From an optimization exercise on the open Yosys and OpenROAD flow, aimed at small area and a short achievable clock period; shortcuts taken in it are not production practice. Function was checked by simulation only, so behaviour that the tests miss may differ from the original.

==> flow/design.v, too long to show whole: its modules and the start of the top module <==
// module sig_altmult_add: 2160 lines
module sig_altmult_add
(
	input signed [15:0] dataa, datab, datac, datad,
	input 		clock, aclr,
	output reg 	[32:0] result
);
  // ...
==> flow/flow/run.sh <==
#!/bin/bash
# The standard layout (standard.sh), with two changes: Yosys's generic
# pre-mapping abc pass is skipped (SYNTH_ARGS=-noabc) so the full adders it
# extracts keep their natural polarity, and the ports are buffered with
# buf_1 cells. The make output goes to run_make.log, each tool's log to
# orfs/logs/.
set -uo pipefail
bash standard.sh "SYNTH_ARGS=-noabc" "BUFFER_PORTS_ARGS=-buffer_cell sky130_fd_sc_hd__buf_1" finish > run_make.log 2>&1
status=$?
tail -20 run_make.log
exit $status
==> flow/standard.sh <==
#!/bin/bash
# synth_recipe.tcl (not shown) runs the flow's synth.tcl, then flattens the netlist and writes it again
# the make line also repeats each setting of config.mk as NAME=value (left out here)
make -C /OpenROAD-flow-scripts/flow DESIGN_CONFIG=/design/flow/config.mk WORK_HOME=/design/flow/orfs CLKGATE_MAP_FILE= SYNTH_SCRIPT=/design/flow/synth_recipe.tcl "${@:-finish}"
==> flow/config.mk <==
export PLATFORM = sky130hd
export DESIGN_NAME = sig_altmult_add
export DESIGN_NICKNAME = sig_altmult_add
export VERILOG_FILES = /design/flow/design.v
export SDC_FILE = /design/flow/constraint.sdc
export NUM_CORES = 4
export LEC_CHECK = 0
export CAP_MARGIN = 20
export CORE_MARGIN = 2
export CORE_UTILIZATION = 40
export CTS_BUF_LIST = sky130_fd_sc_hd__clkbuf_8
export CTS_CLUSTER_DIAMETER = 60
export CTS_CLUSTER_SIZE = 16
export SETUP_SLACK_MARGIN = 3.95
export SLEW_MARGIN = 20
==> flow/constraint.sdc <==
create_clock -name core_clock -period 7.0 [get_ports {clock}]
set_input_delay 1.4000 -clock core_clock [delete_from_list [all_inputs] [get_ports {clock}]]
set_output_delay 1.4000 -clock core_clock [all_outputs]
set_load 0.01 [all_outputs]
==> flow_summary.json, run 1 <==
{
  "seq_share_pct": 24.5,
  "outcome": "complete, no violations",
  "arrival_ns": 3.65,
  "core_area_um2": 40000,
  "grt_setup_unrepaired": "true",
  "synth_compound_area_share_pct": 14.1,
  "die_y_um": 206,
  "ys_ff_latch": 208,
  "numPlacedInstances": 2000,
  "ant_nets": 0,
  "final_cell_count_no_fill": 2052,
  "cp.depth": 12,
  "setup_tns_ns": 0,
  "grt_pass1_vias": 11592,
  "place_area_um2": 16900,
  "slew_headroom_pct": 60.0,
  "drtIter0Drc": 1181,
  "highest_layer": "met4",
  "drc": 0,
  "yosysMostFrequentCell": "xnor2_1",
  "clock.fmax_mhz": 321,
  "async_flop_share_pct": 1.44,
  "reg2regPathDepth": 12
}
==> run 2: changes to the inputs <==
--- a/flow/design.v
+++ b/flow/design.v
@@ -3,17 +3,17 @@
 	input signed [15:0] dataa, datab, datac, datad,
 	input 		clock, aclr,
 	output reg 	[32:0] result
 );
   reg [15:0] a_r, c_r;
   reg [7:0] m0_one_r, m0_two_r, m0_neg_r, m1_one_r, m1_two_r, m1_neg_r;
   reg [91:0] t_r;
   reg [32:0] s_r;
-  reg v1, v2, v3;
+  reg v1, v2;
   wire [7:0] one0, two0, neg0;
   wire [7:0] one1, two1, neg1;
   wire m0_pp0_0;
   wire m0_pp0_1;
   wire m0_pp0_2;
   wire m0_pp0_3;
   wire m0_pp0_4;
   wire m0_pp0_5;
@@ -817,178 +817,16 @@
   wire q532;
   wire q533;
   wire co534;
   wire s535;
   wire c536;
   wire s537;
   wire c538;
   wire [32:0] g0, p0;
-  wire cg1_1;
-  wire cp1_1;
-  wire cg1_3;
-  wire cp1_3;
-  wire cg1_5;
-  wire cp1_5;
-  wire cg1_7;
-  wire cp1_7;
-  wire cg1_9;
-  wire cp1_9;
-  wire cg1_11;
-  wire cp1_11;
-  wire cg1_13;
-  wire cp1_13;
-  wire cg1_15;
-  wire cp1_15;
-  wire cg1_17;
-  wire cp1_17;
-  wire cg1_19;
-  wire cp1_19;
-  wire cg1_21;
-  wire cp1_21;
-  wire cg1_23;
-  wire cp1_23;
-  wire cg1_25;
-  wire cp1_25;
-  wire cg1_27;
-  wire cp1_27;
-  wire cg1_29;
-  wire cp1_29;
-  wire cg1_31;
-  wire cp1_31;
-  wire cg2_2;
-  wire cp2_2;
-  wire cg2_3;
-  wire cp2_3;
-  wire cg2_6;
-  wire cp2_6;
-  wire cg2_7;
-  wire cp2_7;
-  wire cg2_10;
-  wire cp2_10;
-  wire cg2_11;
-  wire cp2_11;
-  wire cg2_14;
-  wire cp2_14;
-  wire cg2_15;
-  wire cp2_15;
-  wire cg2_18;
-  wire cp2_18;
-  wire cg2_19;
-  wire cp2_19;
-  wire cg2_22;
-  wire cp2_22;
-  wire cg2_23;
-  wire cp2_23;
-  wire cg2_26;
-  wire cp2_26;
-  wire cg2_27;
-  wire cp2_27;
-  wire cg2_30;
-  wire cp2_30;
-  wire cg2_31;
-  wire cp2_31;
-  wire cg3_4;
-  wire cp3_4;
-  wire cg3_5;
-  wire cp3_5;
-  wire cg3_6;
-  wire cp3_6;
-  wire cg3_7;
-  wire cp3_7;
-  wire cg3_12;
-  wire cp3_12;
-  wire cg3_13;
-  wire cp3_13;
-  wire cg3_14;
-  wire cp3_14;
-  wire cg3_15;
-  wire cp3_15;
-  wire cg3_20;
-  wire cp3_20;
-  wire cg3_21;
-  wire cp3_21;
-  wire cg3_22;
-  wire cp3_22;
-  wire cg3_23;
-  wire cp3_23;
-  wire cg3_28;
-  wire cp3_28;
-  wire cg3_29;
-  wire cp3_29;
-  wire cg3_30;
-  wire cp3_30;
-  wire cg3_31;
-  wire cp3_31;
-  wire cg4_8;
-  wire cp4_8;
-  wire cg4_9;
-  wire cp4_9;
-  wire cg4_10;
-  wire cp4_10;
-  wire cg4_11;
-  wire cp4_11;
-  wire cg4_12;
-  wire cp4_12;
-  wire cg4_13;
-  wire cp4_13;
-  wire cg4_14;
-  wire cp4_14;
-  wire cg4_15;
-  wire cp4_15;
-  wire cg4_24;
-  wire cp4_24;
-  wire cg4_25;
-  wire cp4_25;
-  wire cg4_26;
-  wire cp4_26;
-  wire cg4_27;
-  wire cp4_27;
-  wire cg4_28;
-  wire cp4_28;
-  wire cg4_29;
-  wire cp4_29;
-  wire cg4_30;
-  wire cp4_30;
-  wire cg4_31;
-  wire cp4_31;
-  wire cg5_16;
-  wire cp5_16;
-  wire cg5_17;
-  wire cp5_17;
-  wire cg5_18;
-  wire cp5_18;
-  wire cg5_19;
-  wire cp5_19;
-  wire cg5_20;
-  wire cp5_20;
-  wire cg5_21;
-  wire cp5_21;
-  wire cg5_22;
-  wire cp5_22;
-  wire cg5_23;
-  wire cp5_23;
-  wire cg5_24;
-  wire cp5_24;
-  wire cg5_25;
-  wire cp5_25;
-  wire cg5_26;
-  wire cp5_26;
-  wire cg5_27;
-  wire cp5_27;
-  wire cg5_28;
-  wire cp5_28;
-  wire cg5_29;
-  wire cp5_29;
-  wire cg5_30;
-  wire cp5_30;
-  wire cg5_31;
-  wire cp5_31;
-  wire cg6_32;
-  wire cp6_32;
   wire [32:0] row0, row1, sum;
   assign one0[0] = datab[0] ^ 1'b0;
   assign two0[0] = (datab[1] ^ datab[0]) & ~(datab[0] ^ 1'b0);
   assign neg0[0] = datab[1];
   assign one0[1] = datab[2] ^ datab[1];
   assign two0[1] = (datab[3] ^ datab[2]) & ~(datab[2] ^ datab[1]);
   assign neg0[1] = datab[3];
   assign one0[2] = datab[4] ^ datab[3];
@@ -1842,211 +1680,17 @@
   assign s535 = q533 ^ 1'b0;
   assign c536 = q533 ? 1'b0 : 1'b0;
   assign s537 = t_r[91] ^ co534;
   assign c538 = t_r[91] & co534;
   assign row0 = {c538, c536, s535, c531, c529, c524, c522, c520, c515, c510, c505, c500, c495, c490, c485, c480, c475, c470, c465, c460, c455, c450, c445, c440, c435, c433, c431, c429, s428, t_r[4], t_r[3], t_r[2], t_r[0]};
   assign row1 = {1'b1, s537, 1'b0, t_r[87], s530, s528, s523, s521, s519, s514, s509, s504, s499, s494, s489, s484, s479, s474, s469, s464, s459, s454, s449, s444, s439, s434, s432, s430, 1'b0, 1'b0, 1'b0, 1'b0, t_r[1]};
   assign g0 = row0 & row1;
   assign p0 = row0 ^ row1;
-  assign cg1_1 = g0[1] | (p0[1] & g0[0]);
-  assign cp1_1 = p0[1] & p0[0];
-  assign cg1_3 = g0[3] | (p0[3] & g0[2]);
-  assign cp1_3 = p0[3] & p0[2];
-  assign cg1_5 = g0[5] | (p0[5] & g0[4]);
-  assign cp1_5 = p0[5] & p0[4];
-  assign cg1_7 = g0[7] | (p0[7] & g0[6]);
-  assign cp1_7 = p0[7] & p0[6];
-  assign cg1_9 = g0[9] | (p0[9] & g0[8]);
-  assign cp1_9 = p0[9] & p0[8];
-  assign cg1_11 = g0[11] | (p0[11] & g0[10]);
-  assign cp1_11 = p0[11] & p0[10];
-  assign cg1_13 = g0[13] | (p0[13] & g0[12]);
-  assign cp1_13 = p0[13] & p0[12];
-  assign cg1_15 = g0[15] | (p0[15] & g0[14]);
-  assign cp1_15 = p0[15] & p0[14];
-  assign cg1_17 = g0[17] | (p0[17] & g0[16]);
-  assign cp1_17 = p0[17] & p0[16];
-  assign cg1_19 = g0[19] | (p0[19] & g0[18]);
-  assign cp1_19 = p0[19] & p0[18];
-  assign cg1_21 = g0[21] | (p0[21] & g0[20]);
-  assign cp1_21 = p0[21] & p0[20];
-  assign cg1_23 = g0[23] | (p0[23] & g0[22]);
-  assign cp1_23 = p0[23] & p0[22];
-  assign cg1_25 = g0[25] | (p0[25] & g0[24]);
-  assign cp1_25 = p0[25] & p0[24];
-  assign cg1_27 = g0[27] | (p0[27] & g0[26]);
-  assign cp1_27 = p0[27] & p0[26];
-  assign cg1_29 = g0[29] | (p0[29] & g0[28]);
-  assign cp1_29 = p0[29] & p0[28];
-  assign cg1_31 = g0[31] | (p0[31] & g0[30]);
-  assign cp1_31 = p0[31] & p0[30];
-  assign cg2_2 = g0[2] | (p0[2] & cg1_1);
-  assign cp2_2 = p0[2] & cp1_1;
-  assign cg2_3 = cg1_3 | (cp1_3 & cg1_1);
-  assign cp2_3 = cp1_3 & cp1_1;
-  assign cg2_6 = g0[6] | (p0[6] & cg1_5);
-  assign cp2_6 = p0[6] & cp1_5;
-  assign cg2_7 = cg1_7 | (cp1_7 & cg1_5);
-  assign cp2_7 = cp1_7 & cp1_5;
-  assign cg2_10 = g0[10] | (p0[10] & cg1_9);
-  assign cp2_10 = p0[10] & cp1_9;
-  assign cg2_11 = cg1_11 | (cp1_11 & cg1_9);
-  assign cp2_11 = cp1_11 & cp1_9;
-  assign cg2_14 = g0[14] | (p0[14] & cg1_13);
-  assign cp2_14 = p0[14] & cp1_13;
-  assign cg2_15 = cg1_15 | (cp1_15 & cg1_13);
-  assign cp2_15 = cp1_15 & cp1_13;
-  assign cg2_18 = g0[18] | (p0[18] & cg1_17);
-  assign cp2_18 = p0[18] & cp1_17;
-  assign cg2_19 = cg1_19 | (cp1_19 & cg1_17);
-  assign cp2_19 = cp1_19 & cp1_17;
-  assign cg2_22 = g0[22] | (p0[22] & cg1_21);
-  assign cp2_22 = p0[22] & cp1_21;
-  assign cg2_23 = cg1_23 | (cp1_23 & cg1_21);
-  assign cp2_23 = cp1_23 & cp1_21;
-  assign cg2_26 = g0[26] | (p0[26] & cg1_25);
-  assign cp2_26 = p0[26] & cp1_25;
-  assign cg2_27 = cg1_27 | (cp1_27 & cg1_25);
-  assign cp2_27 = cp1_27 & cp1_25;
-  assign cg2_30 = g0[30] | (p0[30] & cg1_29);
-  assign cp2_30 = p0[30] & cp1_29;
-  assign cg2_31 = cg1_31 | (cp1_31 & cg1_29);
-  assign cp2_31 = cp1_31 & cp1_29;
-  assign cg3_4 = g0[4] | (p0[4] & cg2_3);
-  assign cp3_4 = p0[4] & cp2_3;
-  assign cg3_5 = cg1_5 | (cp1_5 & cg2_3);
-  assign cp3_5 = cp1_5 & cp2_3;
-  assign cg3_6 = cg2_6 | (cp2_6 & cg2_3);
-  assign cp3_6 = cp2_6 & cp2_3;
-  assign cg3_7 = cg2_7 | (cp2_7 & cg2_3);
-  assign cp3_7 = cp2_7 & cp2_3;
-  assign cg3_12 = g0[12] | (p0[12] & cg2_11);
-  assign cp3_12 = p0[12] & cp2_11;
-  assign cg3_13 = cg1_13 | (cp1_13 & cg2_11);
-  assign cp3_13 = cp1_13 & cp2_11;
-  assign cg3_14 = cg2_14 | (cp2_14 & cg2_11);
-  assign cp3_14 = cp2_14 & cp2_11;
-  assign cg3_15 = cg2_15 | (cp2_15 & cg2_11);
-  assign cp3_15 = cp2_15 & cp2_11;
-  assign cg3_20 = g0[20] | (p0[20] & cg2_19);
-  assign cp3_20 = p0[20] & cp2_19;
-  assign cg3_21 = cg1_21 | (cp1_21 & cg2_19);
-  assign cp3_21 = cp1_21 & cp2_19;
-  assign cg3_22 = cg2_22 | (cp2_22 & cg2_19);
-  assign cp3_22 = cp2_22 & cp2_19;
-  assign cg3_23 = cg2_23 | (cp2_23 & cg2_19);
-  assign cp3_23 = cp2_23 & cp2_19;
-  assign cg3_28 = g0[28] | (p0[28] & cg2_27);
-  assign cp3_28 = p0[28] & cp2_27;
-  assign cg3_29 = cg1_29 | (cp1_29 & cg2_27);
-  assign cp3_29 = cp1_29 & cp2_27;
-  assign cg3_30 = cg2_30 | (cp2_30 & cg2_27);
-  assign cp3_30 = cp2_30 & cp2_27;
-  assign cg3_31 = cg2_31 | (cp2_31 & cg2_27);
-  assign cp3_31 = cp2_31 & cp2_27;
-  assign cg4_8 = g0[8] | (p0[8] & cg3_7);
-  assign cp4_8 = p0[8] & cp3_7;
-  assign cg4_9 = cg1_9 | (cp1_9 & cg3_7);
-  assign cp4_9 = cp1_9 & cp3_7;
-  assign cg4_10 = cg2_10 | (cp2_10 & cg3_7);
-  assign cp4_10 = cp2_10 & cp3_7;
-  assign cg4_11 = cg2_11 | (cp2_11 & cg3_7);
-  assign cp4_11 = cp2_11 & cp3_7;
-  assign cg4_12 = cg3_12 | (cp3_12 & cg3_7);
-  assign cp4_12 = cp3_12 & cp3_7;
-  assign cg4_13 = cg3_13 | (cp3_13 & cg3_7);
-  assign cp4_13 = cp3_13 & cp3_7;
-  assign cg4_14 = cg3_14 | (cp3_14 & cg3_7);
-  assign cp4_14 = cp3_14 & cp3_7;
-  assign cg4_15 = cg3_15 | (cp3_15 & cg3_7);
-  assign cp4_15 = cp3_15 & cp3_7;
-  assign cg4_24 = g0[24] | (p0[24] & cg3_23);
-  assign cp4_24 = p0[24] & cp3_23;
-  assign cg4_25 = cg1_25 | (cp1_25 & cg3_23);
-  assign cp4_25 = cp1_25 & cp3_23;
-  assign cg4_26 = cg2_26 | (cp2_26 & cg3_23);
-  assign cp4_26 = cp2_26 & cp3_23;
-  assign cg4_27 = cg2_27 | (cp2_27 & cg3_23);
-  assign cp4_27 = cp2_27 & cp3_23;
-  assign cg4_28 = cg3_28 | (cp3_28 & cg3_23);
-  assign cp4_28 = cp3_28 & cp3_23;
-  assign cg4_29 = cg3_29 | (cp3_29 & cg3_23);
-  assign cp4_29 = cp3_29 & cp3_23;
-  assign cg4_30 = cg3_30 | (cp3_30 & cg3_23);
-  assign cp4_30 = cp3_30 & cp3_23;
-  assign cg4_31 = cg3_31 | (cp3_31 & cg3_23);
-  assign cp4_31 = cp3_31 & cp3_23;
-  assign cg5_16 = g0[16] | (p0[16] & cg4_15);
-  assign cp5_16 = p0[16] & cp4_15;
-  assign cg5_17 = cg1_17 | (cp1_17 & cg4_15);
-  assign cp5_17 = cp1_17 & cp4_15;
-  assign cg5_18 = cg2_18 | (cp2_18 & cg4_15);
-  assign cp5_18 = cp2_18 & cp4_15;
-  assign cg5_19 = cg2_19 | (cp2_19 & cg4_15);
-  assign cp5_19 = cp2_19 & cp4_15;
-  assign cg5_20 = cg3_20 | (cp3_20 & cg4_15);
-  assign cp5_20 = cp3_20 & cp4_15;
-  assign cg5_21 = cg3_21 | (cp3_21 & cg4_15);
-  assign cp5_21 = cp3_21 & cp4_15;
-  assign cg5_22 = cg3_22 | (cp3_22 & cg4_15);
-  assign cp5_22 = cp3_22 & cp4_15;
-  assign cg5_23 = cg3_23 | (cp3_23 & cg4_15);
-  assign cp5_23 = cp3_23 & cp4_15;
-  assign cg5_24 = cg4_24 | (cp4_24 & cg4_15);
-  assign cp5_24 = cp4_24 & cp4_15;
-  assign cg5_25 = cg4_25 | (cp4_25 & cg4_15);
-  assign cp5_25 = cp4_25 & cp4_15;
-  assign cg5_26 = cg4_26 | (cp4_26 & cg4_15);
-  assign cp5_26 = cp4_26 & cp4_15;
-  assign cg5_27 = cg4_27 | (cp4_27 & cg4_15);
-  assign cp5_27 = cp4_27 & cp4_15;
-  assign cg5_28 = cg4_28 | (cp4_28 & cg4_15);
-  assign cp5_28 = cp4_28 & cp4_15;
-  assign cg5_29 = cg4_29 | (cp4_29 & cg4_15);
-  assign cp5_29 = cp4_29 & cp4_15;
-  assign cg5_30 = cg4_30 | (cp4_30 & cg4_15);
-  assign cp5_30 = cp4_30 & cp4_15;
-  assign cg5_31 = cg4_31 | (cp4_31 & cg4_15);
-  assign cp5_31 = cp4_31 & cp4_15;
-  assign cg6_32 = g0[32] | (p0[32] & cg5_31);
-  assign cp6_32 = p0[32] & cp5_31;
-  assign sum[0] = p0[0];
-  assign sum[1] = p0[1] ^ g0[0];
-  assign sum[2] = p0[2] ^ cg1_1;
-  assign sum[3] = p0[3] ^ cg2_2;
-  assign sum[4] = p0[4] ^ cg2_3;
-  assign sum[5] = p0[5] ^ cg3_4;
-  assign sum[6] = p0[6] ^ cg3_5;
-  assign sum[7] = p0[7] ^ cg3_6;
-  assign sum[8] = p0[8] ^ cg3_7;
-  assign sum[9] = p0[9] ^ cg4_8;
-  assign sum[10] = p0[10] ^ cg4_9;
-  assign sum[11] = p0[11] ^ cg4_10;
-  assign sum[12] = p0[12] ^ cg4_11;
-  assign sum[13] = p0[13] ^ cg4_12;
-  assign sum[14] = p0[14] ^ cg4_13;
-  assign sum[15] = p0[15] ^ cg4_14;
-  assign sum[16] = p0[16] ^ cg4_15;
-  assign sum[17] = p0[17] ^ cg5_16;
-  assign sum[18] = p0[18] ^ cg5_17;
-  assign sum[19] = p0[19] ^ cg5_18;
-  assign sum[20] = p0[20] ^ cg5_19;
-  assign sum[21] = p0[21] ^ cg5_20;
-  assign sum[22] = p0[22] ^ cg5_21;
-  assign sum[23] = p0[23] ^ cg5_22;
-  assign sum[24] = p0[24] ^ cg5_23;
-  assign sum[25] = p0[25] ^ cg5_24;
-  assign sum[26] = p0[26] ^ cg5_25;
-  assign sum[27] = p0[27] ^ cg5_26;
-  assign sum[28] = p0[28] ^ cg5_27;
-  assign sum[29] = p0[29] ^ cg5_28;
-  assign sum[30] = p0[30] ^ cg5_29;
-  assign sum[31] = p0[31] ^ cg5_30;
-  assign sum[32] = p0[32] ^ cg5_31;
+  assign sum = row0 + row1;
   always @(posedge clock) begin
     a_r <= dataa;
     c_r <= datac;
     m0_one_r <= one0;
     m0_two_r <= two0;
     m0_neg_r <= neg0;
     m1_one_r <= one1;
     m1_two_r <= two1;
@@ -2138,23 +1782,22 @@
     t_r[84] <= c406;
     t_r[85] <= c370;
     t_r[86] <= s371;
     t_r[87] <= s407;
     t_r[88] <= s177;
     t_r[89] <= c292;
     t_r[90] <= c408;
     t_r[91] <= c178;
-    s_r <= sum;
   end
   always @(posedge clock or posedge aclr) begin
     if (aclr) begin
       v1 <= 1'b0;
       v2 <= 1'b0;
-      v3 <= 1'b0;
+      s_r <= {33{1'b0}};
     end else begin
       v1 <= 1'b1;
       v2 <= v1;
-      v3 <= v2;
+      s_r <= v2 ? sum : {33{1'b0}};
     end
   end
-  always @* result = s_r & {33{v3}};
+  always @* result = s_r;
 endmodule
==> flow/flow/run.sh (replaced) <==
#!/bin/bash
set -uo pipefail
here=$(pwd)
bash standard.sh "SYNTH_ARGS=-noabc" \
  "BUFFER_PORTS_ARGS=-buffer_cell sky130_fd_sc_hd__buf_1" \
  "POST_FLOORPLAN_TCL=$here/flow/upsize.tcl" finish > run_make.log 2>&1
status=$?
tail -20 run_make.log
exit $status
==> flow/flow/upsize.tcl (new file) <==
foreach inst [get_cells -quiet {a_r* c_r* m0_* m1_*}] {
  if {[get_property [get_lib_cells -of_objects $inst] name] == "sky130_fd_sc_hd__dfxtp_1"} {
    replace_cell $inst sky130_fd_sc_hd__dfxtp_4
  }
}
==> run 2 against run 1 <==
Effect of this change: still clean; clock skew shrank 0.0081 ns; hold slack lost 0.0054 ns; synthesized area grew 2.6%; sequential cell count shrank 1; sequential share of layout area grew 0.64 points; critical path type unchanged.
==> flow_summary.json, run 2 <==
{
  "r2r_setup_slack_ns": 4.05,
  "cts_tree": "done",
  "clk_pin_slew_ns": 0.09,
  "clock.fmax_mhz": 338,
  "initial_core_util_pct": 40.8,
  "avgViaCountPerCell": 5.57,
  "syn_nets": 1887,
  "diodes": 0,
  "largest_register_ffs": 92,
  "cts-root-buf": "clkbuf_8",
  "globalRouteOverflowTotal": 0,
  "final_common_cell": "xnor2_1",
  "synth_compound_area_share_pct": 14.9,
  "finalClockSkew_ns": 0.0190,
  "io_pins": 99,
  "drtIter0Drc": 1155,
  "ant_nets": 0,
  "synth_simple_gate_area_share_pct": 4.61,
  "synth_fa_ha_area_share_pct": 30.3,
  "cts_buffers": 23,
  "async_flop_share_pct": 16.9,
  "drt-met1-wl_mm": 20.2,
  "yosysMostFrequentCell": "xnor2_1",
  "antenna_found_initial": 0,
  "reg2regPathDepth": 12,
  "numPlacedInstances": 2042,
  "layout_setup_ws_ns": 4.05,
  "setup_violations": 0,
  "ys_ff_latch": 207,
  "hpwl_mm": 33.4,
  "stdcell_area_um2": 18400,
  "crit_path_end_kind": "register",
  "crit_required_ns": 7.49,
  "worstSetupPathType": "register to register",
  "wl_met2_mm": 20.5,
  "fin_nets": 1871,
  "largest_register": "t_r",
  "reg_top3": "t_r: 92 flops, s_r: 33 flops",
  "synth_edf_count": 0,
  "arrival_ns": 3.45,
  "final_cell_count_no_fill": 2093,
  "synth-main-ff-cell": "dfxtp_1",
  "final_cell_mix": "302 x xnor2_1, 240 x a22oi_1, 201 x fa_1, 98 x buf_1, 89 x dfxtp_1",
  "htree_levels": 1,
  "cp-endpoint": "s_r[26]",
  "die_w_um": 208,
  "crit_path_start": "t_r[61]",
  "worstHoldPathType": "register to register",
  "drive_gt1_share_pct": 12.9,
  "gp_congestion": 0.907,
  "port_buffers": 98,
  "critPathLaunchType": "register",
  "r2r-start": "t_r[61]",
  "synth_top_family_by_area": "adder cells",
  "dp_slack_ns": 3.78,
  "highest_layer": "met4",
  "postCtsHoldBufs": 0,
  "hold_viol": 0,
  "fin_crit_sh_pct": 42.2,
  "die_y_um": 208,
  "placement_rows": 74,
  "core_area_um2": 41000,
  "area_growth_pct": 10.1,
  "insertion_delay_ns": 0.60,
  "synth_cell_types": 58,
  "syn_inst": 1561,
  "dieArea_um2": 43400,
  "num_vias": 11658,
  "setup_tns_ns": 0,
  "grt_pass1_wl_mm": 71.5,
  "syn_area_per_cell_um2": 10.7,
  "synth_common_cells": "314 x xnor2_1, 240 x a22oi_1, 201 x fa_1",
  "synth.top_cell.area_share_pct": 24.1,
  "grt_pass1_vias": 11904,
  "yosysSeqAreaShare_pct": 25.8,
  "clk_path_buf_depth": 3,
  "place_area_um2": 17500,
  "synthMuxAreaShare_pct": 0.359,
  "syn_area_um2": 16700,
  "grt_usage_pct": 20.9,
  "cts_sinks": 207,
  "grt_setup_unrepaired": "true",
  "wl_per_cell_um": 21.8,
  "min_period_ns": 2.95,
  "firstDrtPassIters": 6,
  "maxCapViolations": 0,
  "wirelength_mm": 45.6,
  "met3_length_mm": 3.99,
  "critPathMaxFanout": 4,
  "yosys-top-cells-area": "fa_1 24%, dfxtp_1 21%, xnor2_1 16%, a22oi_1 11%, dfrtp_1 5.2%",
  "drv_slew": 0,
  "r2r-end": "s_r[26]",
  "grt_max_degree": 42,
  "yosys_warnings": 1,
  "outcome": "complete, no violations",
  "drc": 0,
  "hold_start": "v1",
  "synth_top_cell_by_area": "fa_1",
  "synth-xor-area-share_pct": 19.3
}
run 2: logic make-up after synthesis:
family	Yosys count
muxes	6
buffers and inverters	207
DFF	207
adders and majority gates	290
other	1
xor gates and xnor gates	367
and+or+nand+nor	140
AOI/OAI and AO/OA	343
run 2: critical path, cell delays in order (launching register included):
cell and delay, ns:
dfxtp_2 0.34, ha_4 0.25, maj3_2 0.33, xnor2_2 0.20, xnor2_2 0.15, ha_4 0.25, a21oi_2 0.16, o21ai_1 0.10
a21o_1 0.18, a221o_1 0.33, a41oi_4 0.29, xnor2_1 0.09, and2_1 0.16
run 2: timing repair:
item / 4_1_cts / 5_1_grt
gates resized for setup: 16 / 45
setup buffers: 2 / 8
endpoints found under the setup margin: 6 / 13
pin swaps: 7 / 23
run 2: how the worst min path moves through the flow:
| stage | end | cells after the start |
|---|---|---|
| 2_1_floorplan | v2 | 0 |
| 3_3_place_gp | v2 | 0 |
| 3_5_place_dp | v2 | 0 |
| 4_1_cts | v2 | 0 |
| 5_1_grt | v2 | 0 |
| 6_report | v2 | 0 |
run 2: final cells by class:
cell class	count	area (um^2)
clock buffers	25	344
well taps	532	666
fillers	3842	22600
flip-flops and latches	207	4620
multi-input cells	1147	11900
clock inverters	16	203
repair buffers	110	458
inverters	56	210
run 2: per-layer routing:
layer / track usage (%) / vias to the layer above
met4: 5.21 / 0
met1: 29.6 / 5822
met5: 0 / -
met2: 32.5 / 536
li1: - / 5221
met3: 4.39 / 79
run 2: stage by stage:
step           util, %  hold slack, ns
3_5_place_dp      42.6           0.343
5_1_grt           44.9           0.364
6_report          44.9           0.355
4_1_cts           44.2           0.362
2_1_floorplan        -           0.331
3_3_place_gp      42.6           0.333
==> run 3: changes to the inputs <==
--- a/flow/config.mk
+++ b/flow/config.mk
@@ -8,8 +8,8 @@
 export CAP_MARGIN = 20
 export CORE_MARGIN = 2
 export CORE_UTILIZATION = 40
-export CTS_BUF_LIST = sky130_fd_sc_hd__clkbuf_8
-export CTS_CLUSTER_DIAMETER = 60
-export CTS_CLUSTER_SIZE = 16
-export SETUP_SLACK_MARGIN = 3.95
+export CTS_BUF_LIST = sky130_fd_sc_hd__clkbuf_16
+export CTS_CLUSTER_DIAMETER = 100
+export CTS_CLUSTER_SIZE = 28
+export SETUP_SLACK_MARGIN = 4.1
 export SLEW_MARGIN = 20
==> run 3 against run 2 <==
Effect of this change: sequential cell count unchanged; highest routed layer unchanged; clock skew up 0.0069 ns; clock-buffer cell count down 12; wire length up 3.4%; via count up 3.4%; first-iteration DRC count up 8.6%; non-clock buffer count up 77.
==> flow_summary.json, run 3 <==
{
  "final_common_cell": "xnor2_1",
  "port_buffers": 98,
  "setup_violations": 0,
  "final_cell_mix": "312 x xnor2_1, 218 x a22oi_1, 172 x fa_1, 98 x buf_1, 87 x dfxtp_1",
  "syn_area_um2": 16700,
  "worstHoldPathType": "register to register",
  "gp_congestion": 0.891,
  "min_period_ns": 2.96,
  "firstDrtPassIters": 6,
  "clk_path_buf_depth": 3,
  "synth_top_cell_by_area": "fa_1",
  "ant_nets": 0,
  "clock.fmax_mhz": 338,
  "fin_nets": 1937,
  "grt_pass1_vias": 11947,
  "num_vias": 12057,
  "initial_core_util_pct": 40.8,
  "drv_slew": 0,
  "utilization_pct": 46.6,
  "insertion_delay_ns": 0.51,
  "ys_ff_latch": 207,
  "hpwl_mm": 33.3,
  "synth_edf_count": 0,
  "grt_pass1_wl_mm": 71.3,
  "cts_buffers": 12,
  "syn_nets": 1887,
  "yosysMostFrequentCell": "xnor2_1",
  "postCtsHoldBufs": 0,
  "grt_usage_pct": 20.9,
  "core_area_um2": 41000,
  "multiInputGateArea_um2": 12100,
  "drtIter0Drc": 1254,
  "fin_crit_sh_pct": 42.3,
  "synth_cell_types": 58,
  "cts_sinks": 207,
  "r2r_setup_slack_ns": 4.04,
  "synth-main-ff-cell": "dfxtp_1",
  "outcome": "complete, no violations",
  "globalRouteOverflowTotal": 0,
  "crit_path_end_kind": "register",
  "maxCapViolations": 0,
  "largest_register_ffs": 92,
  "cts_tree": "done",
  "diodes": 0,
  "htree_levels": 1,
  "arrival_ns": 3.37,
  "wirelength_mm": 47.1,
  "avgViaCountPerCell": 5.61,
  "critPathMaxFanout": 5,
  "fillCellCount": 3740,
  "largest_register": "t_r",
  "cts-root-buf": "clkbuf_16",
  "worstSetupPathType": "register to register",
  "dieArea_um2": 43400,
  "die_y_um": 208,
  "wl_per_cell_um": 21.9,
  "syn_inst": 1561,
  "yosysSeqAreaShare_pct": 25.8,
  "grt_setup_unrepaired": "true",
  "antenna_found_initial": 0,
  "syn_area_per_cell_um2": 10.7,
  "die_w_um": 208,
  "seqCellArea_um2": 4630,
  "drc": 0,
  "clk_pin_slew_ns": 0.11,
  "critPathLaunchType": "register",
  "yosys-top-cells-area": "fa_1 24%, dfxtp_1 21%, xnor2_1 16%, a22oi_1 11%, dfrtp_1 5.2%",
  "finalClockSkew_ns": 0.0259,
  "setup_tns_ns": 0,
  "area_growth_pct": 14.4,
  "synth.top_cell.area_share_pct": 24.1,
  "synth_common_cells": "314 x xnor2_1, 240 x a22oi_1, 201 x fa_1",
  "io_pins": 99,
  "reg_top3": "t_r: 92 flops, s_r: 33 flops",
  "yosys_warnings": 1,
  "hold_viol": 0,
  "grt_max_degree": 42,
  "drive_gt1_share_pct": 19.1,
  "placement_rows": 74,
  "crit_required_ns": 7.41,
  "async_flop_share_pct": 16.9
}
## run 3: cell types whose count changed in the layout (fill, tap and decap cells not counted), moves of 4 or more
cell       change
buf_4         +66
fa_1          -29
fa_2          +29
clkbuf_8      -25
a22oi_1       -22
a22oi_2       +22
clkbuf_16     +13
xnor2_1       +10
xnor2_2       -10
buf_12         +5
ha_4           +4
## run 3: cell families after synthesis
group,share of synthesized area (%)
compound gates,14.9
xor+xnor,19.3
fa+ha+maj,30.3
buf+inv,4.71
flops,25.8
mux,0.359
other cells,0.0224
simple gates,4.61
## run 3: final timing paths
path | to | start | depth (start not counted)
max reg2reg | s_r[26] | t_r[52] | 11
min in group asynchronous | s_r[17] | aclr | 3
max | s_r[26] | t_r[52] | 11
min | v2 | v1 | 0
min reg2reg | v2 | v1 | 0
max in group asynchronous | s_r[9] | aclr | 3
## run 3: layer usage
layer  track usage [%]  wire (um)
met5                 0          0
met4              5.95       1270
met3              3.56       3940
met2              32.4      21200
met1              29.9      20700
## run 3: final cells by class
| class | count | area share [%] |
|---|---|---|
| clock inverter | 7 | 0.281 |
| sequential | 207 | 24.2 |
| inverter | 56 | 1.10 |
| timing repair buffer | 187 | 5.80 |
| tap | 532 | 3.48 |
| clock buffer | 13 | 1.70 |
| multi-input combinational | 1147 | 63.5 |
## run 3: critical path: stages (launching register included)
cell and delay (ns):
dfxtp_1 0.32, ha_1 0.21, maj3_1 0.39, maj3_2 0.33
ha_2 0.33, a21oi_2 0.16, o21ai_1 0.10, a21o_1 0.17
a221o_1 0.33, a41oi_4 0.27, xnor2_1 0.10, and2_1 0.15
## run 3: what timing repair did
action,CTS,global route
pin swaps,18,45
hold endpoints to repair,0,0
setup endpoints to repair,17,37
gates resized for setup,31,94
buffers inserted,21,66
## run 3: stage by stage
step	instance area [um^2]	hold WS, ns	cells	worst slack, ns
after CTS	18200	0.362	2083	4.02
after detailed placement	17500	0.337	2042	3.88
after floorplan	16900	0.331	1561	4.07
final	19100	0.360	2149	4.04
after global placement	17500	0.333	2042	3.92
after global routing	19100	0.382	2149	3.92
==> run 4: changes to the inputs <==
--- a/flow/config.mk
+++ b/flow/config.mk
@@ -11,5 +11,6 @@
 export CTS_BUF_LIST = sky130_fd_sc_hd__clkbuf_16
 export CTS_CLUSTER_DIAMETER = 100
 export CTS_CLUSTER_SIZE = 28
-export SETUP_SLACK_MARGIN = 4.1
+export PLACE_DENSITY = 0.8
+export SETUP_SLACK_MARGIN = 3.95
 export SLEW_MARGIN = 20
==> run 4 against run 3 <==
Effect of this change: non-clock buffer count is 73 lower; via count is 1.5% lower; sequential cell count stayed put; worst setup slack worse by 0.038 ns; critical endpoint unchanged.
==> flow_summary.json, run 4 <==
{
  "yosysSeqAreaShare_pct": 25.8,
  "htree_levels": 1,
  "firstDrtPassIters": 8,
  "dieArea_um2": 43400,
  "yosys_warnings": 1,
  "synth-main-ff-cell": "dfxtp_1",
  "min_period_ns": 3.00,
  "worstSetupPathType": "register to register",
  "cp-endpoint": "s_r[26]",
  "clk_pin_slew_ns": 0.10,
  "yosysMostFrequentCell": "xnor2_1",
  "crit_required_ns": 7.39,
  "grt_usage_pct": 20.5,
  "hpwl_mm": 32.9,
  "clk_path_buf_depth": 3,
  "r2r-end": "s_r[26]",
  "dp_slack_ns": 3.74,
  "syn_nets": 1887,
  "postCtsHoldBufs": 0,
  "fillCellCount": 3683,
  "syn_area_um2": 16700,
  "insertion_delay_ns": 0.50,
  "critPathLaunchType": "register",
  "ys_ff_latch": 207,
  "globalRouteOverflowTotal": 0,
  "port_buffers": 98,
  "synth_common_cells": "314 x xnor2_1, 240 x a22oi_1, 201 x fa_1",
  "multiInputGateArea_um2": 12000,
  "area_growth_pct": 10.1,
  "yosys-top-cells-area": "fa_1 24%, dfxtp_1 21%, xnor2_1 16%, a22oi_1 11%, dfrtp_1 5.2%",
  "reg2regPathDepth": 12,
  "ant_nets": 0,
  "initial_core_util_pct": 40.8,
  "seqCellArea_um2": 4630,
  "synth_edf_count": 0,
  "cts-root-buf": "clkbuf_16",
  "die_w_um": 208,
  "antenna_found_initial": 1,
  "io_pins": 99,
  "synth_cell_types": 58,
  "avgViaCountPerCell": 5.72,
  "drv_slew": 0,
  "cts_tree": "done",
  "clock.fmax_mhz": 334,
  "crit_path_end_kind": "register",
  "reg_top3": "t_r: 92 flops, s_r: 33 flops",
  "syn_inst": 1561,
  "synth.top_cell.area_share_pct": 24.1,
  "finalClockSkew_ns": 0.0170,
  "grt_setup_unrepaired": "true",
  "syn_area_per_cell_um2": 10.7,
  "diodes": 0,
  "cts_buffers": 12,
  "largest_register": "t_r",
  "die_y_um": 208,
  "wirelength_mm": 44.9,
  "cts_sinks": 207,
  "grt_pass1_vias": 12307,
  "setup_violations": 0,
  "core_area_um2": 41000,
  "r2r_setup_slack_ns": 4.00,
  "gp_congestion": 0.953,
  "drtIter0Drc": 1195,
  "wl_per_cell_um": 21.6,
  "crit_path_start": "t_r[61]",
  "hold_viol": 0,
  "fin_nets": 1864,
  "layout_setup_ws_ns": 4.00,
  "drive_gt1_share_pct": 12.7,
  "critPathMaxFanout": 4,
  "whs_path_depth": 0,
  "fin_crit_sh_pct": 42.8,
  "setup_tns_ns": 0,
  "drc": 0,
  "num_vias": 11872,
  "outcome": "complete, no violations",
  "grt_pass1_wl_mm": 70.7,
  "final_cell_mix": "297 x xnor2_1, 240 x a22oi_1, 201 x fa_1, 98 x buf_1, 86 x dfxtp_1",
  "maxCapViolations": 0,
  "synth_top_cell_by_area": "fa_1",
  "grt_max_degree": 42,
  "placement_rows": 74,
  "worstHoldPathType": "register to register",
  "async_flop_share_pct": 16.9,
  "arrival_ns": 3.39,
  "r2r-start": "t_r[61]",
  "largest_register_ffs": 92,
  "final_common_cell": "xnor2_1"
}
## run 4: cell counts after synthesis
No cell type changed its count.
## run 4: cells by family after synthesis
group / after synthesis / share of synthesized area, %
flip-flops: 207 / 25.8
buffers and inverters: 207 / 4.71
other: 1 / 0.0224
AO/OA/AOI/OAI: 343 / 14.9
multiplexers: 6 / 0.359
adder cells (fa/ha/maj): 290 / 30.3
AND/OR/NAND/NOR: 140 / 4.61
XOR/XNOR: 367 / 19.3
## run 4: worst max-delay path: stages (launching register included)
cell	delay [ns]
dfxtp_2	0.34
ha_4	0.25
xnor2_2	0.21
xnor2_2	0.12
maj3_2	0.36
ha_4	0.28
a21oi_4	0.15
o21ai_2	0.08
a21o_1	0.18
a221o_1	0.37
a41oi_4	0.30
xnor2_1	0.11
and2_1	0.16
## run 4: area by class of cell
cell class,count,area share (%)
repair buffers,114,2.65
clock inverters,7,0.347
inverters,56,1.14
flip-flops and latches,207,25.1
well taps,532,3.62
clock buffers,13,1.77
multi-input cells,1147,65.3
## run 4: routing by layer
metal / up-vias / share of wire [%] / track usage (%)
li1: 5206 / - / -
met1: 5879 / 41 / 27.0
met2: 669 / 46 / 32.8
met3: 116 / 10 / 5.33
met4: 2 / 3.0 / 7.27
met5: - / 0.036 / 0
## run 4: worst min path at each step
| stage | start | end |
|---|---|---|
| 2_1_floorplan | v1 | v2 |
| 3_3_place_gp | v1 | v2 |
| 3_5_place_dp | v1 | v2 |
| 4_1_cts | v1 | v2 |
| 5_1_grt | v1 | v2 |
| 6_report | v1 | v2 |
## run 4: per-stage QoR
stage	hold WS (ns)	cell area [um^2]	utilization, %	cells
6_report	0.358	18400	44.9	2076
5_1_grt	0.369	18400	44.9	2076
4_1_cts	0.361	18000	43.9	2065
3_5_place_dp	0.337	17500	42.6	2042
3_3_place_gp	0.335	17500	42.6	2042
2_1_floorplan	0.331	16700	-	1561
## run 4: timing repair
action,CTS,global route
gates resized for setup,17,65
setup endpoints to repair,7,16
setup buffers,3,11
pin swaps,5,35
==> run 5: changes to the inputs <==
--- a/flow/config.mk
+++ b/flow/config.mk
@@ -11,6 +11,5 @@
 export CTS_BUF_LIST = sky130_fd_sc_hd__clkbuf_16
 export CTS_CLUSTER_DIAMETER = 100
 export CTS_CLUSTER_SIZE = 28
-export PLACE_DENSITY = 0.8
-export SETUP_SLACK_MARGIN = 3.95
+export SETUP_SLACK_MARGIN = 3.85
 export SLEW_MARGIN = 20
==> run 5 against run 4 <==
Effect of this change: still clean; critical endpoint is now s_r[30]; first-iteration DRC count rose by 0.84%; fmax is 1.3% lower; die area unchanged; core utilization down 0.81 points; via count down 3.7%.
==> flow_summary.json, run 5 <==
{
  "initial_core_util_pct": 40.8,
  "firstDrtPassIters": 6,
  "antenna_found_initial": 0,
  "arrival_ns": 3.42,
  "setup_violations": 0,
  "grt_pass1_vias": 11611,
  "diodes": 0,
  "cp_top_family": "compound AO/OA/AOI/OAI gates",
  "yosysSeqAreaShare_pct": 25.8,
  "crit_path_end_kind": "register",
  "globalRouteOverflowTotal": 0,
  "layout_setup_ws_ns": 3.96,
  "grt_usage_pct": 20.4,
  "ant_nets": 0,
  "synth_edf_count": 0,
  "yosys-top-cells-area": "fa_1 24%, dfxtp_1 21%, xnor2_1 16%, a22oi_1 11%, dfrtp_1 5.2%",
  "critPathMaxFanout": 4,
  "synth_top_cell_by_area": "fa_1",
  "whs_ns": 0.367,
  "synth.top_cell.area_share_pct": 24.1,
  "clock.fmax_mhz": 329,
  "drtIter0Drc": 1205,
  "wl_met2_mm": 19.7,
  "die_w_um": 208,
  "wl_per_cell_um": 21.6,
  "setup_tns_ns": 0,
  "num_vias": 11435,
  "synth-main-ff-cell": "dfxtp_1",
  "fin_crit_sh_pct": 43.4,
  "worstSetupPathType": "register to register",
  "io_pins": 99,
  "place_area_um2": 17500,
  "hold_start": "v1",
  "seqCellArea_um2": 4620,
  "reg_top3": "t_r: 92 flops, s_r: 33 flops",
  "grt_setup_unrepaired": "true",
  "postCtsHoldBufs": 0,
  "area_growth_pct": 8.11,
  "syn_nets": 1887,
  "clk_path_buf_depth": 3,
  "final_common_cell": "xnor2_1",
  "hpwl_mm": 33.3,
  "avgViaCountPerCell": 5.54,
  "cts_tree": "done",
  "stdcell_area_um2": 18100,
  "yosys_warnings": 1,
  "outcome": "complete, no violations",
  "critPathMostFrequentCell": "xnor2_1",
  "htree_levels": 1,
  "largest_register_ffs": 92,
  "wirelength_mm": 44.5,
  "fillCellCount": 3875,
  "drive_gt1_share_pct": 9.33,
  "cts-root-buf": "clkbuf_16",
  "cp_num_buf_inv": 0,
  "slowest_delay_ns": 0.35,
  "met3_length_mm": 3.76,
  "insertion_delay_ns": 0.51,
  "r2r_setup_slack_ns": 3.96,
  "cts_sinks": 207,
  "gp_congestion": 0.945,
  "core_area_um2": 41000,
  "finalClockSkew_ns": 0.0244,
  "multiInputGateArea_um2": 11800,
  "grt_pass1_wl_mm": 69.6,
  "cts_buffers": 13,
  "worstHoldPathType": "register to register",
  "largest_register": "t_r",
  "syn_area_per_cell_um2": 10.7,
  "async_flop_share_pct": 16.9,
  "placement_rows": 74,
  "crit_required_ns": 7.38,
  "grt_max_degree": 42,
  "r2r-start": "t_r[61]",
  "cp_slowest_cell": "a221o_1",
  "dieArea_um2": 43400,
  "synth_common_cells": "314 x xnor2_1, 240 x a22oi_1, 201 x fa_1",
  "die_y_um": 208,
  "dp_slack_ns": 3.77,
  "drv_slew": 0,
  "maxCapViolations": 0,
  "holdPathEnd": "v2",
  "highest_layer": "met4",
  "r2r-end": "s_r[30]",
  "ys_ff_latch": 207,
  "fin_nets": 1853,
  "drc": 0,
  "yosysMostFrequentCell": "xnor2_1",
  "min_period_ns": 3.04,
  "drt-met1-wl_mm": 20.3,
  "syn_inst": 1561,
  "whs_path_depth": 0,
  "critPathLaunchType": "register",
  "hold_viol": 0,
  "worstPathCellList": "ha_1 -> maj3_2 -> xnor2_1 -> xnor2_1 -> ha_4 -> a21oi_2 -> o21ai_0 -> a21o_1 -> a221o_1 -> a41oi_4 -> o21ai_1 -> mux2i_1",
  "synth_cell_types": 58,
  "clk_pin_slew_ns": 0.11,
  "final_cell_mix": "310 x xnor2_1, 240 x a22oi_1, 201 x fa_1, 98 x buf_1, 92 x dfxtp_1",
  "reg2regPathDepth": 12,
  "syn_area_um2": 16700,
  "port_buffers": 98
}
==> run 5: cell counts after synthesis <==
No cell type changed its count.
==> run 5: worst max path at each step <==
stage | to | slack, ns | from | cells past startpoint
global placement | s_r[30] | 3.77 | t_r[61] | 12
global route | s_r[30] | 3.81 | t_r[61] | 12
floorplan | t_r[46] | 3.89 | m0_neg_r[4] | 7
detailed placement | s_r[32] | 3.77 | t_r[61] | 12
finish | s_r[30] | 3.96 | t_r[61] | 12
CTS | s_r[32] | 3.86 | t_r[61] | 12
==> run 5: final cells by class <==
class / instances / area share [%]
sequential: 207 / 25.6
timing repair buffer: 102 / 2.20
tap: 532 / 3.68
clock buffer: 13 / 1.80
clock inverter: 8 / 0.491
inverter: 56 / 1.16
multi-input combinational: 1147 / 65.1
==> run 5: through the flow <==
step	instances	util [%]
2_1_floorplan	1561	-
3_3_place_gp	2042	42.6
3_5_place_dp	2042	42.6
4_1_cts	2064	43.8
5_1_grt	2065	44.1
6_report	2065	44.1
==> run 5: kinds of logic (layout without fill, tap and decap cells) <==
logic type | Yosys count | in the layout | synth area share, %
xor gates and xnor gates | 367 | 367 | 19.3
AOI/OAI and AO/OA | 343 | 343 | 14.9
DFF | 207 | 207 | 25.8
other | 1 | 1 | 0.0224
muxes | 6 | 6 | 0.359
adders and majority gates | 290 | 290 | 30.3
and+or+nand+nor | 140 | 140 | 4.61
buffers and inverters | 207 | 179 | 4.71
==> run 5: worst reg2reg max path, delay by kind of cell (launching register included) <==
family,cells,cell delay (ns)
AO/OA/AOI/OAI,6,1.19
multiplexers,1,0.13
XOR/XNOR,2,0.38
adder cells (fa/ha/maj),3,0.89
flip-flops,1,0.32
==> run 5: routing by layer <==
layer / track usage (%) / vias to the layer above
li1: - / 5171
met1: 29.4 / 5723
met4: 5.43 / 0
met5: 0 / -
met2: 31.2 / 484
met3: 4.03 / 57
==> run 5: what timing repair did <==
item,4_1_cts,5_1_grt
setup buffers,1,1
endpoints found under the setup margin,4,10
endpoints found under the hold margin,0,0
resized for setup,7,22
pin swaps,4,9
==> run 6: changes to the inputs <==
--- a/flow/config.mk
+++ b/flow/config.mk
@@ -11,5 +11,5 @@
 export CTS_BUF_LIST = sky130_fd_sc_hd__clkbuf_16
 export CTS_CLUSTER_DIAMETER = 100
 export CTS_CLUSTER_SIZE = 28
-export SETUP_SLACK_MARGIN = 3.85
+export SETUP_SLACK_MARGIN = 4.0
 export SLEW_MARGIN = 20
==> run 6 against run 5 <==
Effect of this change: still clean on timing, DRC and antenna; critical path depth decreased by 5; clock skew increased by 0.0074 ns; clock-buffer cell count unchanged; first-iteration DRC count decreased by 11%; cell area increased by 2.7%; synthesized cell count unchanged; worst setup slack improved by 0.089 ns; critical endpoint is now t_r[79]; non-clock buffer count increased by 27; fmax increased by 3.0%; critical path type unchanged; cell count increased by 1.3%; hold slack got worse by 0.011 ns.
==> flow_summary.json, run 6 <==
{
  "initial_core_util_pct": 40.8,
  "drc": 0,
  "yosysMostFrequentCell": "xnor2_1",
  "critPathLaunchType": "register",
  "cts-root-buf": "clkbuf_16",
  "fillCellCount": 3801,
  "globalRouteOverflowTotal": 0,
  "maxCapViolations": 0,
  "fin_crit_sh_pct": 42.1,
  "area_growth_pct": 11.0,
  "utilization_pct": 45.3,
  "arrival_ns": 3.34,
  "wirelength_mm": 45.0,
  "die_y_um": 208,
  "critPathMaxFanout": 13,
  "reg_top3": "t_r: 92 flops, s_r: 33 flops",
  "port_buffers": 98,
  "syn_inst": 1561,
  "synth.top_cell.area_share_pct": 24.1,
  "yosys-top-cells-area": "fa_1 24%, dfxtp_1 21%, xnor2_1 16%, a22oi_1 11%, dfrtp_1 5.2%",
  "synth-main-ff-cell": "dfxtp_1",
  "multiInputGateArea_um2": 12000,
  "hold_viol": 0,
  "cp_slowest_cell": "fa_1",
  "dieArea_um2": 43400,
  "grt_max_degree": 42,
  "syn_area_um2": 16700,
  "placement_rows": 74,
  "cts_sinks": 207,
  "synth_cell_types": 58,
  "drive_gt1_share_pct": 14.0,
  "clk_path_buf_depth": 3,
  "ant_nets": 0,
  "insertion_delay_ns": 0.51,
  "cts_tree": "done",
  "fin_nets": 1880,
  "outcome": "complete, no violations",
  "die_w_um": 208,
  "largest_register": "t_r",
  "synth_top_cell_by_area": "fa_1",
  "grt_setup_unrepaired": "true",
  "min_period_ns": 2.95,
  "final_common_cell": "xnor2_1",
  "antenna_found_initial": 0,
  "syn_nets": 1887,
  "worstSetupPathType": "register to register",
  "clock.fmax_mhz": 339,
  "worstPathCellList": "buf_4 -> a22oi_1 -> xnor2_1 -> fa_1 -> fa_1 -> fa_1 -> fa_1",
  "layout_setup_ws_ns": 4.05,
  "critPathMostFrequentCell": "fa_1",
  "grt_pass1_wl_mm": 70.0,
  "clk_pin_slew_ns": 0.10,
  "final_cell_mix": "291 x xnor2_1, 240 x a22oi_1, 199 x fa_1, 98 x buf_1, 88 x dfxtp_1",
  "firstDrtPassIters": 6,
  "grt_usage_pct": 20.5,
  "dp_slack_ns": 3.76,
  "yosys_warnings": 1,
  "slowest_delay_ns": 0.56,
  "io_pins": 99,
  "ys_ff_latch": 207,
  "cts_buffers": 13,
  "wl_per_cell_um": 21.5,
  "crit_required_ns": 7.39,
  "hpwl_mm": 33.3,
  "worstHoldPathType": "register to register",
  "synth_common_cells": "314 x xnor2_1, 240 x a22oi_1, 201 x fa_1",
  "whs_ns": 0.356,
  "num_vias": 11583,
  "setup_violations": 0,
  "async_flop_share_pct": 16.9,
  "syn_area_per_cell_um2": 10.7,
  "yosysSeqAreaShare_pct": 25.8,
  "gp_congestion": 0.921,
  "grt_pass1_vias": 11621,
  "drtIter0Drc": 1067,
  "largest_register_ffs": 92,
  "crit_path_end_kind": "register",
  "synth_edf_count": 0,
  "core_area_um2": 41000,
  "seqCellArea_um2": 4620,
  "diodes": 0,
  "drv_slew": 0,
  "htree_levels": 1,
  "avgViaCountPerCell": 5.54,
  "finalClockSkew_ns": 0.0317,
  "setup_tns_ns": 0
}
## run 6: cell counts after synthesis
Identical to the previous run, type by type.
## run 6: kinds of logic after synthesis
family                     share of synthesized area, %
AOI/OAI and AO/OA                                  14.9
adders and majority gates                          30.3
xor gates and xnor gates                           19.3
and+or+nand+nor                                    4.61
muxes                                             0.359
buffers and inverters                              4.71
DFF                                                25.8
other                                            0.0224
## run 6: critical path: cells and delay by family (launching register included)
| kind | cells | cell delay [ns] |
|---|---|---|
| adder cells (fa/ha/maj) | 4 | 1.91 |
| AO/OA/AOI/OAI | 1 | 0.22 |
| buffers and inverters | 1 | 0.17 |
| XOR/XNOR | 1 | 0.13 |
| flip-flops | 1 | 0.41 |
## run 6: timing repair
| item | in CTS | in global routing |
|---|---|---|
| pin swaps | 15 | 45 |
| setup buffers | 3 | 26 |
| hold buffers | 0 | 0 |
| resized for setup | 26 | 60 |
| endpoints found under the setup margin | 8 | 14 |
## run 6: worst paths after layout
kind | start | end | slack (ns) | cells after the start
max in group asynchronous | aclr | s_r[2] | 5.75 | 3
min in group asynchronous | aclr | s_r[17] | 0.95 | 3
worst max-delay path | a_r[12] | t_r[79] | 4.05 | 7
worst min register to register | v1 | v2 | 0.36 | 0
worst min-delay path | v1 | v2 | 0.36 | 0
worst max register to register | a_r[12] | t_r[79] | 4.05 | 7
## run 6: through the flow
stage	cell area (um^2)	instances
floorplan	16800	1561
global placement	17500	2042
detailed placement	17500	2042
CTS	18100	2066
global route	18600	2092
finish	18600	2092
## run 6: layout make-up
type,count,share of cell area [%]
Multi-Input combinational cell,1147,64.9
Sequential cell,207,24.9
Tap cell,532,3.59
Timing Repair Buffer,129,3.24
Clock buffer,13,1.75
Inverter,56,1.13
Clock inverter,8,0.492
## run 6: metal layers
metal  up-vias  global-route usage [%]  share of wire (%)
met3        50                    3.26                8.1
met5         -                       0                  0
met4         0                    4.34                1.6
li1       5230                       -                  -
met1      5845                    29.7                 45
met2       458                    32.3                 45
==> run 7: changes to the inputs <==
--- a/flow/config.mk
+++ b/flow/config.mk
@@ -11,5 +11,5 @@
 export CTS_BUF_LIST = sky130_fd_sc_hd__clkbuf_16
 export CTS_CLUSTER_DIAMETER = 100
 export CTS_CLUSTER_SIZE = 28
-export SETUP_SLACK_MARGIN = 4.0
+export SETUP_SLACK_MARGIN = 3.95
 export SLEW_MARGIN = 20
==> run 7 against run 6 <==
Effect of this change: sequential cell count is the same; worst setup slack worse by 0.013 ns; highest routed layer unchanged; cell count down 0.96%; largest cell class unchanged; cell area is 1.4% lower; core utilization down 0.65 points; still clean.
==> flow_summary.json, run 7 <==
{
  "drive_gt1_share_pct": 11.9,
  "dp_slack_ns": 3.78,
  "ant_nets": 0,
  "multiInputGateArea_um2": 11900,
  "arrival_ns": 3.36,
  "met2_usage_pct": 32.5,
  "slowest_delay_ns": 0.41,
  "fin_crit_sh_pct": 42.3,
  "synth.top_cell.area_share_pct": 24.1,
  "area_growth_pct": 9.43,
  "syn_inst": 1561,
  "min_period_ns": 2.96,
  "port_buffers": 98,
  "grt_setup_unrepaired": "true",
  "htree_levels": 1,
  "wl_per_cell_um": 22.0,
  "initial_core_util_pct": 40.8,
  "layout_setup_ws_ns": 4.04,
  "grt.met1_usage_pct": 29.7,
  "fillCellCount": 3843,
  "num_vias": 11620,
  "ys_ff_latch": 207,
  "grt_pass1_wl_mm": 71.1,
  "grt_max_degree": 42,
  "setup_violations": 0,
  "worstPathCellList": "ha_1 -> xnor2_2 -> xnor2_1 -> maj3_1 -> ha_4 -> a21o_1 -> a21oi_2 -> o21bai_1 -> a21o_1 -> a221oi_2 -> xnor2_1 -> and2_1",
  "cp_num_buf_inv": 0,
  "crit_path_end_kind": "register",
  "drc": 0,
  "largest_register": "t_r",
  "setup_tns_ns": 0,
  "placement_rows": 74,
  "async_flop_share_pct": 16.9,
  "antenna_found_initial": 0,
  "worstSetupPathType": "register to register",
  "cts_sinks": 207,
  "die_y_um": 208,
  "numPlacedInstances": 2042,
  "use_met3_pct": 3.92,
  "clk_pin_slew_ns": 0.10,
  "avgViaCountPerCell": 5.61,
  "worstHoldPathType": "register to register",
  "critPathLaunchType": "register",
  "synth-main-ff-cell": "dfxtp_1",
  "cts_tree": "done",
  "yosys_warnings": 1,
  "crit_path_start": "t_r[35]",
  "whs_ns": 0.361,
  "synth_edf_count": 0,
  "die_w_um": 208,
  "hold_start": "v1",
  "drtIter0Drc": 1069,
  "clk_path_buf_depth": 3,
  "critPathMaxFanout": 7,
  "cp_top_family": "compound AO/OA/AOI/OAI gates",
  "synth_cell_types": 58,
  "final_common_cell": "xnor2_1",
  "io_pins": 99,
  "outcome": "complete, no violations",
  "final_cell_mix": "302 x xnor2_1, 240 x a22oi_1, 201 x fa_1, 98 x buf_1, 88 x dfxtp_1",
  "dieArea_um2": 43400,
  "gp_congestion": 0.907,
  "syn_nets": 1887,
  "globalRouteOverflowTotal": 0,
  "core_area_um2": 41000,
  "r2r-start": "t_r[35]",
  "largest_register_ffs": 92,
  "firstDrtPassIters": 6,
  "maxCapViolations": 0,
  "drv_slew": 0,
  "seqCellArea_um2": 4620,
  "synth_top_cell_by_area": "fa_1",
  "crit_required_ns": 7.40,
  "grt_pass1_vias": 11833,
  "cts-root-buf": "clkbuf_16",
  "cp_slowest_cell": "maj3_1",
  "synth_common_cells": "314 x xnor2_1, 240 x a22oi_1, 201 x fa_1",
  "final_cell_count_no_fill": 2072,
  "cts_buffers": 13,
  "hold_viol": 0,
  "insertion_delay_ns": 0.51,
  "yosysMostFrequentCell": "xnor2_1",
  "grt_usage_pct": 20.8,
  "yosysSeqAreaShare_pct": 25.8,
  "syn_area_um2": 16700,
  "fin_nets": 1860,
  "wirelength_mm": 45.5,
  "yosys-top-cells-area": "fa_1 24%, dfxtp_1 21%, xnor2_1 16%, a22oi_1 11%, dfrtp_1 5.2%",
  "finalClockSkew_ns": 0.0262,
  "syn_area_per_cell_um2": 10.7,
  "top_usage_layer": "met2",
  "diodes": 0,
  "hpwl_mm": 33.4,
  "reg_top3": "t_r: 92 flops, s_r: 33 flops",
  "clock.fmax_mhz": 338
}
==> run 7: stage by stage <==
step	cell area [um^2]	utilization (%)
CTS	18000	43.9
global route	18300	44.6
finish	18300	44.6
global placement	17500	42.6
floorplan	16700	-
detailed placement	17500	42.6
==> run 7: logic make-up after synthesis <==
kind of cell             count (synthesis)  synth area share [%]
multiplexers                             6                 0.359
buffers and inverters                  207                  4.71
adder cells (fa/ha/maj)                290                  30.3
XOR/XNOR                               367                  19.3
AND/OR/NAND/NOR                        140                  4.61
other                                    1                0.0224
AO/OA/AOI/OAI                          343                  14.9
flip-flops                             207                  25.8
==> run 7: final timing paths <==
kind / end / slack [ns] / depth (start not counted)
min: v2 / 0.36 / 0
min reg2reg: v2 / 0.36 / 0
max: s_r[27] / 4.04 / 12
max in group asynchronous: s_r[28] / 5.73 / 3
min in group asynchronous: s_r[15] / 0.95 / 3
max reg2reg: s_r[27] / 4.04 / 12
==> run 7: per-layer routing <==
| layer | wire, um | part of all wire [%] | vias up |
|---|---|---|---|
| li1 | - | - | 5189 |
| met1 | 20200 | 44 | 5822 |
| met2 | 20500 | 45 | 537 |
| met3 | 4000 | 8.8 | 72 |
| met4 | 852 | 1.9 | 0 |
| met5 | 0 | 0 | - |
==> run 7: layout make-up <==
| class | instances | share of cell area [%] |
|---|---|---|
| Clock buffer | 14 | 1.91 |
| Clock inverter | 7 | 0.376 |
| Inverter | 56 | 1.15 |
| Multi-Input combinational cell | 1147 | 65.2 |
| Sequential cell | 207 | 25.3 |
| Tap cell | 532 | 3.64 |
| Timing Repair Buffer | 109 | 2.46 |
==> run 7: worst register-to-register path, stage by stage, from the launching register on <==
cell and delay [ns]:
dfxtp_1 0.32, ha_1 0.23, xnor2_2 0.14, xnor2_1 0.16, maj3_1 0.41, ha_4 0.29, a21o_1 0.21, a21oi_2 0.19
o21bai_1 0.09, a21o_1 0.23, a221oi_2 0.33, xnor2_1 0.10, and2_1 0.15
==> run 7: repair_timing <==
item | CTS | global route
setup endpoints to repair | 6 | 13
gates resized for setup | 16 | 51
pin swaps | 7 | 25
hold buffers | 0 | 0
setup buffers | 2 | 7

what the ideal ports hide:
How much do the figures lean on ideal ports? The routed layouts below were timed once more, with nothing changed but the port constraints. Step 1 (the two cells are an assumption about what drives the block):
set clk [get_ports {clock}]
set_driving_cell -lib_cell sky130_fd_sc_hd__clkbuf_16 $clk
set_driving_cell -lib_cell sky130_fd_sc_hd__buf_2 [delete_from_list [all_inputs] $clk]
Step 2 also shifts input and output timing later by t, the mid clock arrival at the registers, as if the neighbouring blocks saw the same clock. Slacks: no drivers / after step 1 / after step 2; pairs: no drivers / after step 1.
run | t (ns) | setup WS [ns] | hold WS [ns]
run 1 | 0.621 | 3.881 / 3.881 / 3.881 | 0.361 / 0.361 / 0.361
run 2 | 0.644 | 4.045 / 4.045 / 4.045 | 0.355 / 0.355 / 0.355
run 3 | 0.545 | 4.041 / 4.041 / 4.041 | 0.360 / 0.360 / 0.360
run 4 | 0.544 | 4.003 / 4.003 / 4.003 | 0.358 / 0.358 / 0.358
run 5 | 0.552 | 3.964 / 3.964 / 3.964 | 0.367 / 0.367 / 0.367
run 6 | 0.544 | 4.053 / 4.053 / 4.053 | 0.356 / 0.356 / 0.356
run 7 | 0.546 | 4.040 / 4.040 / 4.040 | 0.361 / 0.361 / 0.361
After both steps every run listed still meets setup and hold.
